This design comes from an exercise in tuning for small area and a short achievable clock period on the open sky130 flow, not from production work.
No run shown here included a check of the RTL's function; only the layout flow was run.
Power figures rest on the tool's default switching activity, not on a simulated workload.

## flow/design.v (module list and top-level ports; edited modules follow where they fit)
// module fused_multiply_add: 755 lines
// module fma_fa: 4 lines
// module fma_ha: 4 lines
// module fma_gc: 3 lines
// module fma_gpc: 4 lines
// module fma_benc: 5 lines
// module fma_bsel: 3 lines
module fused_multiply_add
(
     input                                   clk
   , input                                   rst
   , input                                   cntrl_load
   , input        [31:0]                     cntrl_init
   , input                                   pass
   , input        [15:0]                     m
   , input        [15:0]                     x
   , input        [15:0]                     c
   , output logic                            y_valid_r
   , output logic [31:0]                     y_w
);
  // ...
==> flow/flow/run.sh <==
#!/bin/bash
# The standard layout (standard.sh), with two changes:
#  - synthesis maps logic with ABC's &nf mapper (flow/abc_map.script) in place of
#    ORFS's abc_area.script, which maps XOR-heavy logic to NAND2 trees;
#  - the port buffers are plain buf_2 cells instead of the default choice.
set -u
WORK=$(pwd)
rm -rf "$WORK/scripts"
cp -r "$FLOW_HOME/scripts" "$WORK/scripts"
cp "$WORK/flow/abc_map.script" "$WORK/scripts/abc_area.script"
export SCRIPTS_DIR="$WORK/scripts"
export BUFFER_PORTS_ARGS="-buffer_cell sky130_fd_sc_hd__buf_2"
bash standard.sh > standard.log 2>&1
==> flow/flow/abc_map.script <==
strash
&get -n
&fraig -x
&put
scorr
dc2
dretime
strash
&get -n
&dch -f
&nf {D}
&put
==> flow/standard.sh <==
#!/bin/bash
# synth_recipe.tcl (not shown) runs the flow's synth.tcl, then flattens the netlist and writes it again
# the make line also repeats each setting of config.mk as NAME=value (left out here)
make -C /OpenROAD-flow-scripts/flow DESIGN_CONFIG=/design/flow/config.mk WORK_HOME=/design/flow/orfs CLKGATE_MAP_FILE= SYNTH_SCRIPT=/design/flow/synth_recipe.tcl "${@:-finish}"
==> flow/config.mk <==
export PLATFORM = sky130hd
export DESIGN_NAME = fused_multiply_add
export DESIGN_NICKNAME = fused_multiply_add
export VERILOG_FILES = /design/flow/design.v
export SDC_FILE = /design/flow/constraint.sdc
export NUM_CORES = 4
export LEC_CHECK = 0
export ABC_AREA = 1
export CAP_MARGIN = 20
export CORE_MARGIN = 2
export CORE_UTILIZATION = 40
export SETUP_SLACK_MARGIN = 2.2
export SLEW_MARGIN = 20
export SYNTH_HIERARCHICAL = 1
export SYNTH_MINIMUM_KEEP_SIZE = 0
==> flow/constraint.sdc <==
create_clock -name core_clock -period 8.0 [get_ports {clk}]
set_input_delay 1.6000 -clock core_clock [delete_from_list [all_inputs] [get_ports {clk}]]
set_output_delay 1.6000 -clock core_clock [all_outputs]
set_load 0.01 [all_outputs]
==> flow_summary.toml, run 1 <==
[run_status]
outcome = "finished clean"

[final_layout]
buffers = 122
fin_util_pct = 47.3
nFillCells = 2252

[synth]
synth_xor_xnor_area_share_pct = 15.2
netlist_instances = 874
ys_async_sr_fraction_pct = 0

[routing]
met1_length_mm = 11.2
drtAntennaViolNets = 0
wl_met3_mm = 1.47

[timing]
clock_skew_ps = 6.95

[power]
pg_clk_mw = 0.392
p_sw_mw = 2.35
p_comb_share_pct = 80.7
power.total_mw = 5.27
comb_power_mw = 4.25
p_per_area_nw_per_um2 = 473

[clocking]
postCtsHoldBufs = 0
post_cts_buffers = 0

[worst_setup_path]
cp_top_family = "adder cells"
path_buf_inv = 3
r2r-end = "ys_r[16]"
r2r_start = "ys_r[14]"
endpoint_kind = "flip-flop"

[global_routing]
grt_antenna_before_repair = 5
grt_max_degree = 64

[place]
dpl.hpwl_mm = 19.7

[hold_path]
hold_path_end = "yc_r[0]"
==> run 2, diff against run 1 <==
--- a/flow/design.v
+++ b/flow/design.v
@@ -189,225 +189,225 @@
   fma_bsel u_b7_10 (.one(one7_d[1]), .two(two7_d[1]), .neg(neg7_d[1]), .xa(xe[10]), .xb(xe[9]), .p(pp7[10]));
   fma_bsel u_b7_11 (.one(one7_d[1]), .two(two7_d[1]), .neg(neg7_d[1]), .xa(xe[11]), .xb(xe[10]), .p(pp7[11]));
   fma_bsel u_b7_12 (.one(one7_d[1]), .two(two7_d[1]), .neg(neg7_d[1]), .xa(xe[12]), .xb(xe[11]), .p(pp7[12]));
   fma_bsel u_b7_13 (.one(one7_d[1]), .two(two7_d[1]), .neg(neg7_d[1]), .xa(xe[13]), .xb(xe[12]), .p(pp7[13]));
   fma_bsel u_b7_14 (.one(one7_d[1]), .two(two7_d[1]), .neg(neg7_d[1]), .xa(xe[14]), .xb(xe[13]), .p(pp7[14]));
   fma_bsel u_b7_15 (.one(one7_d[1]), .two(two7_d[1]), .neg(neg7_d[1]), .xa(xe[15]), .xb(xe[14]), .p(pp7[15]));
   fma_bsel u_b7_16 (.one(one7_d[1]), .two(two7_d[1]), .neg(neg7_d[1]), .xa(xe[16]), .xb(xe[15]), .p(pp7[16]));
   wire s1, c2;
-  fma_fa u_s1 (.a(ys_r[0]), .b(yc_r[0]), .ci(cg[0]), .s(s1), .co(c2));
-  wire s3 = neg0 ^ s1;
-  wire c4 = neg0 & s1;
+  fma_fa u_s1 (.a(ys_r[0]), .b(yc_r[0]), .ci(neg0), .s(s1), .co(c2));
+  wire s3, c4;
+  fma_fa u_s3 (.a(cg[0]), .b(pp0[0]), .ci(s1), .s(s3), .co(c4));
   wire s5, c6;
   fma_fa u_s5 (.a(ys_r[1]), .b(yc_r[1]), .ci(cg[1]), .s(s5), .co(c6));
   wire s7, c8;
-  fma_fa u_s7 (.a(c2), .b(s5), .ci(c4), .s(s7), .co(c8));
+  fma_fa u_s7 (.a(pp0[1]), .b(c2), .ci(s5), .s(s7), .co(c8));
   wire s9, c10;
-  fma_fa u_s9 (.a(ys_r[2]), .b(yc_r[2]), .ci(cg[2]), .s(s9), .co(c10));
+  fma_fa u_s9 (.a(ys_r[2]), .b(yc_r[2]), .ci(neg1), .s(s9), .co(c10));
   wire s11, c12;
-  fma_fa u_s11 (.a(neg1), .b(c6), .ci(s9), .s(s11), .co(c12));
+  fma_fa u_s11 (.a(cg[2]), .b(pp0[2]), .ci(pp1[0]), .s(s11), .co(c12));
   wire s13, c14;
-  fma_fa u_s13 (.a(s11), .b(pp0[2]), .ci(pp1[0]), .s(s13), .co(c14));
+  fma_fa u_s13 (.a(s9), .b(c6), .ci(s11), .s(s13), .co(c14));
   wire s15, c16;
   fma_fa u_s15 (.a(ys_r[3]), .b(yc_r[3]), .ci(cg[3]), .s(s15), .co(c16));
   wire s17, c18;
-  fma_fa u_s17 (.a(c10), .b(s15), .ci(c12), .s(s17), .co(c18));
+  fma_fa u_s17 (.a(pp0[3]), .b(pp1[1]), .ci(c10), .s(s17), .co(c18));
   wire s19, c20;
-  fma_fa u_s19 (.a(pp0[3]), .b(pp1[1]), .ci(s17), .s(s19), .co(c20));
+  fma_fa u_s19 (.a(s15), .b(c12), .ci(s17), .s(s19), .co(c20));
   wire s21, c22;
-  fma_fa u_s21 (.a(ys_r[4]), .b(yc_r[4]), .ci(cg[4]), .s(s21), .co(c22));
+  fma_fa u_s21 (.a(ys_r[4]), .b(yc_r[4]), .ci(neg2), .s(s21), .co(c22));
   wire s23, c24;
-  fma_fa u_s23 (.a(neg2), .b(c16), .ci(s21), .s(s23), .co(c24));
+  fma_fa u_s23 (.a(cg[4]), .b(pp0[4]), .ci(pp1[2]), .s(s23), .co(c24));
   wire s25, c26;
-  fma_fa u_s25 (.a(s23), .b(pp0[4]), .ci(pp1[2]), .s(s25), .co(c26));
+  fma_fa u_s25 (.a(pp2[0]), .b(s21), .ci(c16), .s(s25), .co(c26));
   wire s27, c28;
-  fma_fa u_s27 (.a(pp2[0]), .b(c18), .ci(s25), .s(s27), .co(c28));
+  fma_fa u_s27 (.a(c18), .b(s23), .ci(s25), .s(s27), .co(c28));
   wire s29, c30;
   fma_fa u_s29 (.a(ys_r[5]), .b(yc_r[5]), .ci(cg[5]), .s(s29), .co(c30));
   wire s31, c32;
-  fma_fa u_s31 (.a(c22), .b(s29), .ci(c24), .s(s31), .co(c32));
+  fma_fa u_s31 (.a(pp0[5]), .b(pp1[3]), .ci(pp2[1]), .s(s31), .co(c32));
   wire s33, c34;
-  fma_fa u_s33 (.a(pp0[5]), .b(pp1[3]), .ci(pp2[1]), .s(s33), .co(c34));
+  fma_fa u_s33 (.a(c22), .b(s29), .ci(c24), .s(s33), .co(c34));
   wire s35, c36;
   fma_fa u_s35 (.a(s31), .b(c26), .ci(s33), .s(s35), .co(c36));
   wire s37, c38;
-  fma_fa u_s37 (.a(ys_r[6]), .b(yc_r[6]), .ci(cg[6]), .s(s37), .co(c38));
+  fma_fa u_s37 (.a(ys_r[6]), .b(yc_r[6]), .ci(neg3), .s(s37), .co(c38));
   wire s39, c40;
-  fma_fa u_s39 (.a(neg3), .b(c30), .ci(s37), .s(s39), .co(c40));
+  fma_fa u_s39 (.a(cg[6]), .b(pp0[6]), .ci(pp1[4]), .s(s39), .co(c40));
   wire s41, c42;
-  fma_fa u_s41 (.a(s39), .b(pp0[6]), .ci(pp1[4]), .s(s41), .co(c42));
+  fma_fa u_s41 (.a(pp2[2]), .b(pp3[0]), .ci(s37), .s(s41), .co(c42));
   wire s43, c44;
-  fma_fa u_s43 (.a(pp2[2]), .b(pp3[0]), .ci(c32), .s(s43), .co(c44));
+  fma_fa u_s43 (.a(c30), .b(c32), .ci(s39), .s(s43), .co(c44));
   wire s45, c46;
-  fma_fa u_s45 (.a(c34), .b(s41), .ci(s43), .s(s45), .co(c46));
+  fma_fa u_s45 (.a(s41), .b(c34), .ci(s43), .s(s45), .co(c46));
   wire s47, c48;
   fma_fa u_s47 (.a(ys_r[7]), .b(yc_r[7]), .ci(cg[7]), .s(s47), .co(c48));
   wire s49, c50;
-  fma_fa u_s49 (.a(c38), .b(s47), .ci(c40), .s(s49), .co(c50));
+  fma_fa u_s49 (.a(pp0[7]), .b(pp1[5]), .ci(pp2[3]), .s(s49), .co(c50));
   wire s51, c52;
-  fma_fa u_s51 (.a(pp0[7]), .b(pp1[5]), .ci(pp2[3]), .s(s51), .co(c52));
+  fma_fa u_s51 (.a(pp3[1]), .b(c38), .ci(s47), .s(s51), .co(c52));
   wire s53, c54;
-  fma_fa u_s53 (.a(pp3[1]), .b(s49), .ci(c42), .s(s53), .co(c54));
+  fma_fa u_s53 (.a(c40), .b(s49), .ci(c42), .s(s53), .co(c54));
   wire s55, c56;
   fma_fa u_s55 (.a(s51), .b(c44), .ci(s53), .s(s55), .co(c56));
   wire s57, c58;
-  fma_fa u_s57 (.a(ys_r[8]), .b(yc_r[8]), .ci(cg[8]), .s(s57), .co(c58));
+  fma_fa u_s57 (.a(ys_r[8]), .b(yc_r[8]), .ci(neg4), .s(s57), .co(c58));
   wire s59, c60;
-  fma_fa u_s59 (.a(neg4), .b(c48), .ci(s57), .s(s59), .co(c60));
+  fma_fa u_s59 (.a(cg[8]), .b(pp0[8]), .ci(pp1[6]), .s(s59), .co(c60));
   wire s61, c62;
-  fma_fa u_s61 (.a(s59), .b(pp0[8]), .ci(pp1[6]), .s(s61), .co(c62));
+  fma_fa u_s61 (.a(pp2[4]), .b(pp3[2]), .ci(pp4[0]), .s(s61), .co(c62));
   wire s63, c64;
-  fma_fa u_s63 (.a(pp2[4]), .b(pp3[2]), .ci(pp4[0]), .s(s63), .co(c64));
+  fma_fa u_s63 (.a(s57), .b(c48), .ci(c50), .s(s63), .co(c64));
   wire s65, c66;
-  fma_fa u_s65 (.a(c50), .b(c52), .ci(s61), .s(s65), .co(c66));
+  fma_fa u_s65 (.a(s59), .b(s61), .ci(c52), .s(s65), .co(c66));
   wire s67, c68;
   fma_fa u_s67 (.a(s63), .b(c54), .ci(s65), .s(s67), .co(c68));
   wire s69, c70;
   fma_fa u_s69 (.a(ys_r[9]), .b(yc_r[9]), .ci(cg[9]), .s(s69), .co(c70));
   wire s71, c72;
-  fma_fa u_s71 (.a(c58), .b(s69), .ci(c60), .s(s71), .co(c72));
+  fma_fa u_s71 (.a(pp0[9]), .b(pp1[7]), .ci(pp2[5]), .s(s71), .co(c72));
   wire s73, c74;
-  fma_fa u_s73 (.a(pp0[9]), .b(pp1[7]), .ci(pp2[5]), .s(s73), .co(c74));
+  fma_fa u_s73 (.a(pp3[3]), .b(pp4[1]), .ci(c58), .s(s73), .co(c74));
   wire s75, c76;
-  fma_fa u_s75 (.a(pp3[3]), .b(pp4[1]), .ci(s71), .s(s75), .co(c76));
+  fma_fa u_s75 (.a(s69), .b(c60), .ci(c62), .s(s75), .co(c76));
   wire s77, c78;
-  fma_fa u_s77 (.a(c62), .b(c64), .ci(s73), .s(s77), .co(c78));
+  fma_fa u_s77 (.a(s71), .b(s73), .ci(c64), .s(s77), .co(c78));
   wire s79, c80;
   fma_fa u_s79 (.a(s75), .b(c66), .ci(s77), .s(s79), .co(c80));
   wire s81, c82;
-  fma_fa u_s81 (.a(ys_r[10]), .b(yc_r[10]), .ci(cg[10]), .s(s81), .co(c82));
+  fma_fa u_s81 (.a(ys_r[10]), .b(yc_r[10]), .ci(neg5), .s(s81), .co(c82));
   wire s83, c84;
-  fma_fa u_s83 (.a(neg5), .b(c70), .ci(s81), .s(s83), .co(c84));
+  fma_fa u_s83 (.a(cg[10]), .b(pp0[10]), .ci(pp1[8]), .s(s83), .co(c84));
   wire s85, c86;
-  fma_fa u_s85 (.a(s83), .b(pp0[10]), .ci(pp1[8]), .s(s85), .co(c86));
+  fma_fa u_s85 (.a(pp2[6]), .b(pp3[4]), .ci(pp4[2]), .s(s85), .co(c86));
   wire s87, c88;
-  fma_fa u_s87 (.a(pp2[6]), .b(pp3[4]), .ci(pp4[2]), .s(s87), .co(c88));
+  fma_fa u_s87 (.a(pp5[0]), .b(s81), .ci(c70), .s(s87), .co(c88));
   wire s89, c90;
-  fma_fa u_s89 (.a(pp5[0]), .b(c72), .ci(c74), .s(s89), .co(c90));
+  fma_fa u_s89 (.a(c72), .b(c74), .ci(s83), .s(s89), .co(c90));
   wire s91, c92;
   fma_fa u_s91 (.a(s85), .b(s87), .ci(c76), .s(s91), .co(c92));
   wire s93, c94;
-  fma_fa u_s93 (.a(c78), .b(s89), .ci(s91), .s(s93), .co(c94));
+  fma_fa u_s93 (.a(s89), .b(c78), .ci(s91), .s(s93), .co(c94));
   wire s95, c96;
   fma_fa u_s95 (.a(ys_r[11]), .b(yc_r[11]), .ci(cg[11]), .s(s95), .co(c96));
   wire s97, c98;
-  fma_fa u_s97 (.a(c82), .b(s95), .ci(c84), .s(s97), .co(c98));
+  fma_fa u_s97 (.a(pp0[11]), .b(pp1[9]), .ci(pp2[7]), .s(s97), .co(c98));
   wire s99, c100;
-  fma_fa u_s99 (.a(pp0[11]), .b(pp1[9]), .ci(pp2[7]), .s(s99), .co(c100));
+  fma_fa u_s99 (.a(pp3[5]), .b(pp4[3]), .ci(pp5[1]), .s(s99), .co(c100));
   wire s101, c102;
-  fma_fa u_s101 (.a(pp3[5]), .b(pp4[3]), .ci(pp5[1]), .s(s101), .co(c102));
+  fma_fa u_s101 (.a(c82), .b(s95), .ci(c84), .s(s101), .co(c102));
   wire s103, c104;
-  fma_fa u_s103 (.a(s97), .b(c86), .ci(c88), .s(s103), .co(c104));
+  fma_fa u_s103 (.a(c86), .b(s97), .ci(s99), .s(s103), .co(c104));
   wire s105, c106;
-  fma_fa u_s105 (.a(s99), .b(s101), .ci(c90), .s(s105), .co(c106));
+  fma_fa u_s105 (.a(c88), .b(c90), .ci(s101), .s(s105), .co(c106));
   wire s107, c108;
   fma_fa u_s107 (.a(s103), .b(c92), .ci(s105), .s(s107), .co(c108));
   wire s109, c110;
-  fma_fa u_s109 (.a(ys_r[12]), .b(yc_r[12]), .ci(cg[12]), .s(s109), .co(c110));
+  fma_fa u_s109 (.a(ys_r[12]), .b(yc_r[12]), .ci(neg6), .s(s109), .co(c110));
   wire s111, c112;
-  fma_fa u_s111 (.a(neg6), .b(c96), .ci(s109), .s(s111), .co(c112));
+  fma_fa u_s111 (.a(cg[12]), .b(pp0[12]), .ci(pp1[10]), .s(s111), .co(c112));
   wire s113, c114;
-  fma_fa u_s113 (.a(s111), .b(pp0[12]), .ci(pp1[10]), .s(s113), .co(c114));
+  fma_fa u_s113 (.a(pp2[8]), .b(pp3[6]), .ci(pp4[4]), .s(s113), .co(c114));
   wire s115, c116;
-  fma_fa u_s115 (.a(pp2[8]), .b(pp3[6]), .ci(pp4[4]), .s(s115), .co(c116));
+  fma_fa u_s115 (.a(pp5[2]), .b(pp6[0]), .ci(s109), .s(s115), .co(c116));
   wire s117, c118;
-  fma_fa u_s117 (.a(pp5[2]), .b(pp6[0]), .ci(c98), .s(s117), .co(c118));
+  fma_fa u_s117 (.a(c96), .b(c98), .ci(c100), .s(s117), .co(c118));
   wire s119, c120;
-  fma_fa u_s119 (.a(c100), .b(c102), .ci(s113), .s(s119), .co(c120));
+  fma_fa u_s119 (.a(s111), .b(s113), .ci(s115), .s(s119), .co(c120));
   wire s121, c122;
-  fma_fa u_s121 (.a(s115), .b(s117), .ci(c104), .s(s121), .co(c122));
+  fma_fa u_s121 (.a(c102), .b(c104), .ci(s117), .s(s121), .co(c122));
   wire s123, c124;
   fma_fa u_s123 (.a(s119), .b(c106), .ci(s121), .s(s123), .co(c124));
   wire s125, c126;
   fma_fa u_s125 (.a(ys_r[13]), .b(yc_r[13]), .ci(cg[13]), .s(s125), .co(c126));
   wire s127, c128;
-  fma_fa u_s127 (.a(c110), .b(s125), .ci(c112), .s(s127), .co(c128));
+  fma_fa u_s127 (.a(pp0[13]), .b(pp1[11]), .ci(pp2[9]), .s(s127), .co(c128));
   wire s129, c130;
-  fma_fa u_s129 (.a(pp0[13]), .b(pp1[11]), .ci(pp2[9]), .s(s129), .co(c130));
+  fma_fa u_s129 (.a(pp3[7]), .b(pp4[5]), .ci(pp5[3]), .s(s129), .co(c130));
   wire s131, c132;
-  fma_fa u_s131 (.a(pp3[7]), .b(pp4[5]), .ci(pp5[3]), .s(s131), .co(c132));
+  fma_fa u_s131 (.a(pp6[1]), .b(c110), .ci(s125), .s(s131), .co(c132));
   wire s133, c134;
-  fma_fa u_s133 (.a(pp6[1]), .b(s127), .ci(c114), .s(s133), .co(c134));
+  fma_fa u_s133 (.a(c112), .b(c114), .ci(s127), .s(s133), .co(c134));
   wire s135, c136;
-  fma_fa u_s135 (.a(c116), .b(s129), .ci(s131), .s(s135), .co(c136));
+  fma_fa u_s135 (.a(s129), .b(c116), .ci(s131), .s(s135), .co(c136));
   wire s137, c138;
-  fma_fa u_s137 (.a(c118), .b(c120), .ci(s133), .s(s137), .co(c138));
+  fma_fa u_s137 (.a(c118), .b(s133), .ci(c120), .s(s137), .co(c138));
   wire s139, c140;
   fma_fa u_s139 (.a(s135), .b(c122), .ci(s137), .s(s139), .co(c140));
   wire s141, c142;
-  fma_fa u_s141 (.a(ys_r[14]), .b(yc_r[14]), .ci(cg[14]), .s(s141), .co(c142));
+  fma_fa u_s141 (.a(ys_r[14]), .b(yc_r[14]), .ci(neg7), .s(s141), .co(c142));
   wire s143, c144;
-  fma_fa u_s143 (.a(neg7), .b(c126), .ci(s141), .s(s143), .co(c144));
+  fma_fa u_s143 (.a(cg[14]), .b(pp0[14]), .ci(pp1[12]), .s(s143), .co(c144));
   wire s145, c146;
-  fma_fa u_s145 (.a(s143), .b(pp0[14]), .ci(pp1[12]), .s(s145), .co(c146));
+  fma_fa u_s145 (.a(pp2[10]), .b(pp3[8]), .ci(pp4[6]), .s(s145), .co(c146));
   wire s147, c148;
-  fma_fa u_s147 (.a(pp2[10]), .b(pp3[8]), .ci(pp4[6]), .s(s147), .co(c148));
+  fma_fa u_s147 (.a(pp5[4]), .b(pp6[2]), .ci(pp7[0]), .s(s147), .co(c148));
   wire s149, c150;
-  fma_fa u_s149 (.a(pp5[4]), .b(pp6[2]), .ci(pp7[0]), .s(s149), .co(c150));
+  fma_fa u_s149 (.a(s141), .b(c126), .ci(c128), .s(s149), .co(c150));
   wire s151, c152;
-  fma_fa u_s151 (.a(c128), .b(c130), .ci(c132), .s(s151), .co(c152));
+  fma_fa u_s151 (.a(c130), .b(s143), .ci(s145), .s(s151), .co(c152));
   wire s153, c154;
-  fma_fa u_s153 (.a(s145), .b(s147), .ci(s149), .s(s153), .co(c154));
+  fma_fa u_s153 (.a(s147), .b(c132), .ci(c134), .s(s153), .co(c154));
   wire s155, c156;
-  fma_fa u_s155 (.a(c134), .b(c136), .ci(s151), .s(s155), .co(c156));
+  fma_fa u_s155 (.a(s149), .b(s151), .ci(c136), .s(s155), .co(c156));
   wire s157, c158;
   fma_fa u_s157 (.a(s153), .b(c138), .ci(s155), .s(s157), .co(c158));
   wire s159, c160;
   fma_fa u_s159 (.a(ys_r[15]), .b(yc_r[15]), .ci(cg[15]), .s(s159), .co(c160));
   wire s161, c162;
-  fma_fa u_s161 (.a(c142), .b(s159), .ci(c144), .s(s161), .co(c162));
+  fma_fa u_s161 (.a(pp0[15]), .b(pp1[13]), .ci(pp2[11]), .s(s161), .co(c162));
   wire s163, c164;
-  fma_fa u_s163 (.a(pp0[15]), .b(pp1[13]), .ci(pp2[11]), .s(s163), .co(c164));
+  fma_fa u_s163 (.a(pp3[9]), .b(pp4[7]), .ci(pp5[5]), .s(s163), .co(c164));
   wire s165, c166;
-  fma_fa u_s165 (.a(pp3[9]), .b(pp4[7]), .ci(pp5[5]), .s(s165), .co(c166));
+  fma_fa u_s165 (.a(pp6[3]), .b(pp7[1]), .ci(c142), .s(s165), .co(c166));
   wire s167, c168;
-  fma_fa u_s167 (.a(pp6[3]), .b(pp7[1]), .ci(s161), .s(s167), .co(c168));
+  fma_fa u_s167 (.a(s159), .b(c144), .ci(c146), .s(s167), .co(c168));
   wire s169, c170;
-  fma_fa u_s169 (.a(c146), .b(c148), .ci(c150), .s(s169), .co(c170));
+  fma_fa u_s169 (.a(c148), .b(s161), .ci(s163), .s(s169), .co(c170));
   wire s171, c172;
-  fma_fa u_s171 (.a(s163), .b(s165), .ci(s167), .s(s171), .co(c172));
+  fma_fa u_s171 (.a(s165), .b(c150), .ci(c152), .s(s171), .co(c172));
   wire s173, c174;
-  fma_fa u_s173 (.a(c152), .b(c154), .ci(s169), .s(s173), .co(c174));
+  fma_fa u_s173 (.a(s167), .b(s169), .ci(c154), .s(s173), .co(c174));
   wire s175, c176;
   fma_fa u_s175 (.a(s171), .b(c156), .ci(s173), .s(s175), .co(c176));
   wire s177, c178;
-  fma_fa u_s177 (.a(ys_r[16]), .b(yc_r[16]), .ci(c160), .s(s177), .co(c178));
+  fma_fa u_s177 (.a(ys_r[16]), .b(yc_r[16]), .ci(pp0[16]), .s(s177), .co(c178));
   wire s179, c180;
-  fma_fa u_s179 (.a(s177), .b(pp0[16]), .ci(pp1[14]), .s(s179), .co(c180));
+  fma_fa u_s179 (.a(pp1[14]), .b(pp2[12]), .ci(pp3[10]), .s(s179), .co(c180));
   wire s181, c182;
-  fma_fa u_s181 (.a(pp2[12]), .b(pp3[10]), .ci(pp4[8]), .s(s181), .co(c182));
+  fma_fa u_s181 (.a(pp4[8]), .b(pp5[6]), .ci(pp6[4]), .s(s181), .co(c182));
   wire s183, c184;
-  fma_fa u_s183 (.a(pp5[6]), .b(pp6[4]), .ci(pp7[2]), .s(s183), .co(c184));
+  fma_fa u_s183 (.a(pp7[2]), .b(c160), .ci(c162), .s(s183), .co(c184));
   wire s185, c186;
-  fma_fa u_s185 (.a(c162), .b(c164), .ci(c166), .s(s185), .co(c186));
+  fma_fa u_s185 (.a(c164), .b(c166), .ci(s177), .s(s185), .co(c186));
   wire s187, c188;
-  fma_fa u_s187 (.a(s179), .b(s181), .ci(s183), .s(s187), .co(c188));
+  fma_fa u_s187 (.a(s179), .b(s181), .ci(c168), .s(s187), .co(c188));
   wire s189, c190;
-  fma_fa u_s189 (.a(c168), .b(c170), .ci(s185), .s(s189), .co(c190));
+  fma_fa u_s189 (.a(c170), .b(s183), .ci(s185), .s(s189), .co(c190));
   wire s191, c192;
-  fma_fa u_s191 (.a(s187), .b(c172), .ci(c174), .s(s191), .co(c192));
-  wire s193, c194;
-  fma_fa u_s193 (.a(s189), .b(c176), .ci(s191), .s(s193), .co(c194));
+  fma_fa u_s191 (.a(c172), .b(s187), .ci(s189), .s(s191), .co(c192));
+  wire s193 = c174 ^ s191;
+  wire c194 = c174 & s191;
   wire s195 = 1'b1 ^ ys_r[17] ^ yc_r[17];
   wire c196 = (1'b1 & ys_r[17]) | (1'b1 & yc_r[17]) | (ys_r[17] & yc_r[17]);
   wire s197, c198;
-  fma_fa u_s197 (.a(s195), .b(~neg0), .ci(c178), .s(s197), .co(c198));
+  fma_fa u_s197 (.a(s195), .b(~neg0), .ci(pp1[15]), .s(s197), .co(c198));
   wire s199, c200;
-  fma_fa u_s199 (.a(pp1[15]), .b(pp2[13]), .ci(pp3[11]), .s(s199), .co(c200));
+  fma_fa u_s199 (.a(pp2[13]), .b(pp3[11]), .ci(pp4[9]), .s(s199), .co(c200));
   wire s201, c202;
-  fma_fa u_s201 (.a(pp4[9]), .b(pp5[7]), .ci(pp6[5]), .s(s201), .co(c202));
+  fma_fa u_s201 (.a(pp5[7]), .b(pp6[5]), .ci(pp7[3]), .s(s201), .co(c202));
   wire s203, c204;
-  fma_fa u_s203 (.a(pp7[3]), .b(s197), .ci(c180), .s(s203), .co(c204));
+  fma_fa u_s203 (.a(c178), .b(c180), .ci(c182), .s(s203), .co(c204));
   wire s205, c206;
-  fma_fa u_s205 (.a(c182), .b(c184), .ci(s199), .s(s205), .co(c206));
+  fma_fa u_s205 (.a(s197), .b(s199), .ci(s201), .s(s205), .co(c206));
   wire s207, c208;
-  fma_fa u_s207 (.a(s201), .b(c186), .ci(c188), .s(s207), .co(c208));
+  fma_fa u_s207 (.a(c184), .b(c186), .ci(s203), .s(s207), .co(c208));
   wire s209, c210;
-  fma_fa u_s209 (.a(s203), .b(s205), .ci(c190), .s(s209), .co(c210));
+  fma_fa u_s209 (.a(s205), .b(c188), .ci(c190), .s(s209), .co(c210));
   wire s211, c212;
   fma_fa u_s211 (.a(s207), .b(c192), .ci(s209), .s(s211), .co(c212));
   wire s213 = 1'b1 ^ ys_r[18] ^ yc_r[18];
   wire c214 = (1'b1 & ys_r[18]) | (1'b1 & yc_r[18]) | (ys_r[18] & yc_r[18]);
   wire s215, c216;
   fma_fa u_s215 (.a(c196), .b(s213), .ci(pp1[16]), .s(s215), .co(c216));
   wire s217, c218;
   fma_fa u_s217 (.a(pp2[14]), .b(pp3[12]), .ci(pp4[10]), .s(s217), .co(c218));
@@ -554,18 +554,18 @@
   wire s359, c360;
   fma_fa u_s359 (.a(s357), .b(c352), .ci(pp7[16]), .s(s359), .co(c360));
   wire s361 = c354 ^ s359;
   wire c362 = c354 & s359;
   wire s363, c364;
   fma_fa u_s363 (.a(ys_r[31]), .b(yc_r[31]), .ci(c358), .s(s363), .co(c364));
   wire s365, c366;
   fma_fa u_s365 (.a(s363), .b(~neg7), .ci(c360), .s(s365), .co(c366));
-  wire [31:0] r0 = {c362, c356, c350, c342, c334, c324, c314, c302, c290, c276, c262, c246, c230, c212, c194, s193, c158, c140, c124, c108, c94, c80, c68, c56, c46, c36, c28, c20, c14, c8, pp0[1], pp0[0]};
-  wire [31:0] r1 = {s365, s361, s355, s349, s341, s333, s323, s313, s301, s289, s275, s261, s245, s229, s211, 1'b0, s175, s157, s139, s123, s107, s93, s79, s67, s55, s45, s35, s27, s19, s13, s7, s3};
+  wire [31:0] r0 = {c362, c356, c350, c342, c334, c324, c314, c302, c290, c276, c262, c246, c230, c212, c194, c176, c158, c140, c124, c108, c94, c80, c68, c56, c46, c36, c28, c20, c14, c8, c4, s3};
+  wire [31:0] r1 = {s365, s361, s355, s349, s341, s333, s323, s313, s301, s289, s275, s261, s245, s229, s211, s193, s175, s157, s139, s123, s107, s93, s79, s67, s55, s45, s35, s27, s19, s13, s7, 1'b0};
   always_ff @(posedge clk)
     if (rst) y_valid_r <= 1'b0;
     else     y_valid_r <= pass;
   wire [31:0] ya_g, ya_p, ya;
   fma_ha u_ya_h0 (.a(ys_r[0]), .b(yc_r[0]), .s(ya_p[0]), .co(ya_g[0]));
   fma_ha u_ya_h1 (.a(ys_r[1]), .b(yc_r[1]), .s(ya_p[1]), .co(ya_g[1]));
   fma_ha u_ya_h2 (.a(ys_r[2]), .b(yc_r[2]), .s(ya_p[2]), .co(ya_g[2]));
   fma_ha u_ya_h3 (.a(ys_r[3]), .b(yc_r[3]), .s(ya_p[3]), .co(ya_g[3]));
--- a/flow/config.mk
+++ b/flow/config.mk
@@ -4,12 +4,12 @@
 export VERILOG_FILES = /design/flow/design.v
 export SDC_FILE = /design/flow/constraint.sdc
 export NUM_CORES = 4
 export LEC_CHECK = 0
 export ABC_AREA = 1
 export CAP_MARGIN = 20
 export CORE_MARGIN = 2
 export CORE_UTILIZATION = 40
-export SETUP_SLACK_MARGIN = 2.2
+export SETUP_SLACK_MARGIN = 2.4
 export SLEW_MARGIN = 20
 export SYNTH_HIERARCHICAL = 1
 export SYNTH_MINIMUM_KEEP_SIZE = 0
==> run 2 against run 1 <==
Against the previous run: still clean on timing, DRC and antenna; via count grew 3.5%; setup slack gained 290 ps; global-route usage grew 0.39 points; sequential power grew 0.6%; critical path depth is the same; worst hold slack gained 58 ps; final cell count shrank 0.22%; synthesized cell count is the same; critical path type unchanged; largest cell class unchanged; largest power group unchanged.
==> flow_summary.toml, run 2 <==
[worst_setup_path]
r2r_start = "ys_r[18]"
reg2reg_slack_ps = 4240
worstSetupStartpointType = "input port"
r2r-end = "ys_r[22]"
arrival_ps = 5580
critPathKind = "in2reg"
critPathMaxFanout = 12
critPathRequiredTime_ps = 8230
reg2reg_depth = 10
endpoint_kind = "flip-flop"

[timing]
fin_tns_setup_ps = 0
clock_skew_ps = 5.35
hold_violations = 0
rsz0062_at_grt = "false"
hold_ws_ps = 851
setup_viol = 0
tightest_slew_ps = 948
fin_crit_sh_pct = 66.8
fmax_mhz = 187
slew_headroom_pct = 36.2
min_period_ps = 5340
slew_viol_final = 0

[clocking]
clk_path_buf_depth = 2
clk_latency_ps = 350
cts_tree = "yes"
cts_max_level = 3
post_cts_buffers = 0
cts_root_buf = "clkbuf_16"
clock-sinks = 64
clk_pin_slew_ps = 50
postCtsHoldBufs = 0
cts_buffers = 9

[floorplan]
die_w_um = 159
die_h_um = 159
core-area_sq_um = 23500
dieArea_sq_um = 25300
rows = 56
pin_count = 117
initial_core_util_pct = 40.8

[final_layout]
final_common_cell = "fa_1"
final_cells = 1356
final_cell_mix = "167 x fa_1, 136 x a22oi_1, 136 x xnor2_1"
regMostFlops = "ys_r"
largest_reg_flops = 32
nFillCells = 2289
areaGrowthSynthToFinish_pct = 16.3
drive_gt1_share_pct = 15.1
finalNetCount = 1330
top_regs = "ys_r x32, yc_r x31, y_valid_r x1"

[global_routing]
grtUsageTotal_pct = 20.5
grt_max_degree = 64
grt_pass1_vias = 7690
grt_first_pass_wirelength_mm = 41.2
grt_antenna_before_repair = 2
grt_overflow = 0

[synth]
synth_seq_cells = 64
ys_async_sr_fraction_pct = 0
synth_enable_flop_cells = 0
synth_cell_types = 18
synth_area_per_cell_sq_um = 11.0
synth_most_common_cell = "fa_1"
synth_top_area_share_pct = 34.8
syn_area_sq_um = 9600
synth_ff_type = "dfxtp_1"
synth.area.top_cells = "fa_1 35%, dfxtp_1 13%, xnor2_1 12%, a22oi_1 11%, ha_1 6.3%"
ys_seq_area_share_pct = 13.3
ys_warn_count = 7
netlist_instances = 874
yosysTopAreaCell = "fa_1"
synthTopCellsByCount = "167 x fa_1, 136 x a22oi_1, 136 x xnor2_1"

[routing]
routed_wl_mm = 24.9
dr.max_layer_used = "met5"
dr.pass1.iters = 7
initialDrtViolationCount = 427
vias = 7277
dr_wl_met2_mm = 11.9
drcViolationCount = 0
viasPerCell = 5.37
wl_per_cell_um = 18.3
drtAntennaViolNets = 0
wl_met3_mm = 1.47
met1_length_mm = 11.0

[hold_path]
hold_path_end = "ys_r[2]"
hold_depth = 3
holdCritStartpoint = "yc_r[1]"
hold_path_class = "reg2reg"

[place]
gp_routability_congestion = 0.854
dpl.hpwl_mm = 19.6
port_buffers = 116
dp.cells = 1339

[power]
static-leakage-power_nw = 4.73
p_per_area_nw_per_um2 = 443
ir_drop_v = 0.000287

[run_status]
outcome = "finished clean"

[run]
cap_violations = 0
[run 2: cell counts after synthesis]
Identical to the previous run, type by type.
[run 2: power by group]
group / switching (mW) / internal, mW / leakage (nW)
clock network: 0.148 / 0.240 / 0.140
registers: 0.120 / 0.511 / 0.536
logic: 1.93 / 2.00 / 4.05
[run 2: Yosys stat by module (local to each module, per instance)]
module	cells inside	cell area [sq um]	times used
fma_benc	6	33.8	16
fma_bsel	2	16.3	136
fma_gpc	2	13.8	22
fma_ha	1	12.5	32
fma_gc	1	7.51	30
fused_multiply_add	233	2570	1
fma_fa	1	20.0	167
[run 2: cell families after synthesis]
| kind of cell | count (synthesis) | share of synthesized area, % |
|---|---|---|
| AO/OA/AOI/OAI | 236 | 17.6 |
| XOR/XNOR | 167 | 15.2 |
| adder cells (fa/ha/maj) | 215 | 41.1 |
| buffers and inverters | 57 | 2.27 |
| flip-flops | 64 | 13.3 |
| multiplexers | 32 | 3.75 |
| other | 1 | 0.0391 |
| AND/OR/NAND/NOR | 102 | 6.65 |
[run 2: final cells by class]
cell class | count | area [sq um] | area share (%)
diodes | 1 | 2.50 | 0.0224
flip-flops and latches | 64 | 1280 | 11.5
well taps | 319 | 399 | 3.57
clock buffers | 12 | 236 | 2.12
repair buffers | 122 | 636 | 5.69
multi-input cells | 778 | 8350 | 74.8
inverters | 56 | 214 | 1.92
clock inverters | 4 | 45.0 | 0.403
[run 2: how the worst max path moves through the flow]
stage               start  endpoint  slack (ps)  cells past startpoint
CTS                  pass  ys_r[18]        2420                     12
finish               m[7]  ys_r[18]        2660                     11
floorplan            pass  ys_r[18]        2830                     10
global route         m[7]  ys_r[18]        2470                     11
global placement     pass  ys_r[18]        1620                     12
detailed placement   pass  ys_r[18]        1550                     12
[run 2: worst max-delay path: stages]
cell and delay [ps]:
buf_2 280, nand2_1 140, o31ai_2 590, a22oi_1 170
xnor2_1 200, fa_1 510, fa_1 580, fa_1 430
fa_1 400, fa_1 400, mux2_1 290
[run 2: routing by layer]
layer	global-route usage, %	vias to the layer above
met5	0	-
met4	5.50	2
met3	4.10	34
met2	34.0	204
met1	27.6	3661
li1	-	3376
[run 2: per-stage QoR]
step	total power [mW]	util (%)	cell area, sq um	setup slack, ps
3_3_place_gp	4.55	45.5	10700	1620
4_1_cts	5.07	47.0	11100	2420
3_5_place_dp	4.64	45.5	10700	1550
2_1_floorplan	3.55	-	9690	2830
5_1_grt	5.66	47.4	11200	2470
6_report	4.95	47.4	11200	2660
[run 2: timing repair]
action / 4_1_cts / 5_1_grt
endpoints found under the setup margin: 28 / 17
pin swaps: 0 / 0
gates resized for setup: 13 / 17

re-timing with driven ports:
How much do the figures lean on ideal ports? The routed layouts below were timed once more, with nothing changed but the port constraints.
Step 1: set_driving_cell puts a clkbuf_16 on clk and a buf_2 on each other input, an assumption about the parent block.
Step 2 adds t to the input delays and takes it off the output delays; t is the mean of the earliest and latest rising clock arrival at the registers after step 1. Input paths then give back, and output paths get back, about the clock's delay inside the block.
Three values: ideal, step 1, step 2; two values: the first two.
run | shift t [ns] | setup slack, ns | clock arrival spread, ns | worst data-port slew with drivers (ns)
run 1 | 0.391 | 2.368 / 2.394 / 2.003 | 0.009 / 0.009 | 0.07
run 2 | 0.390 | 2.655 / 2.642 / 2.253 | 0.006 / 0.005 | 0.06
After both steps setup and hold are still met in every run listed. For run 2, which loses most, drivers alone change the setup slack by -0.013 ns; drivers and shift together by -0.402 ns.
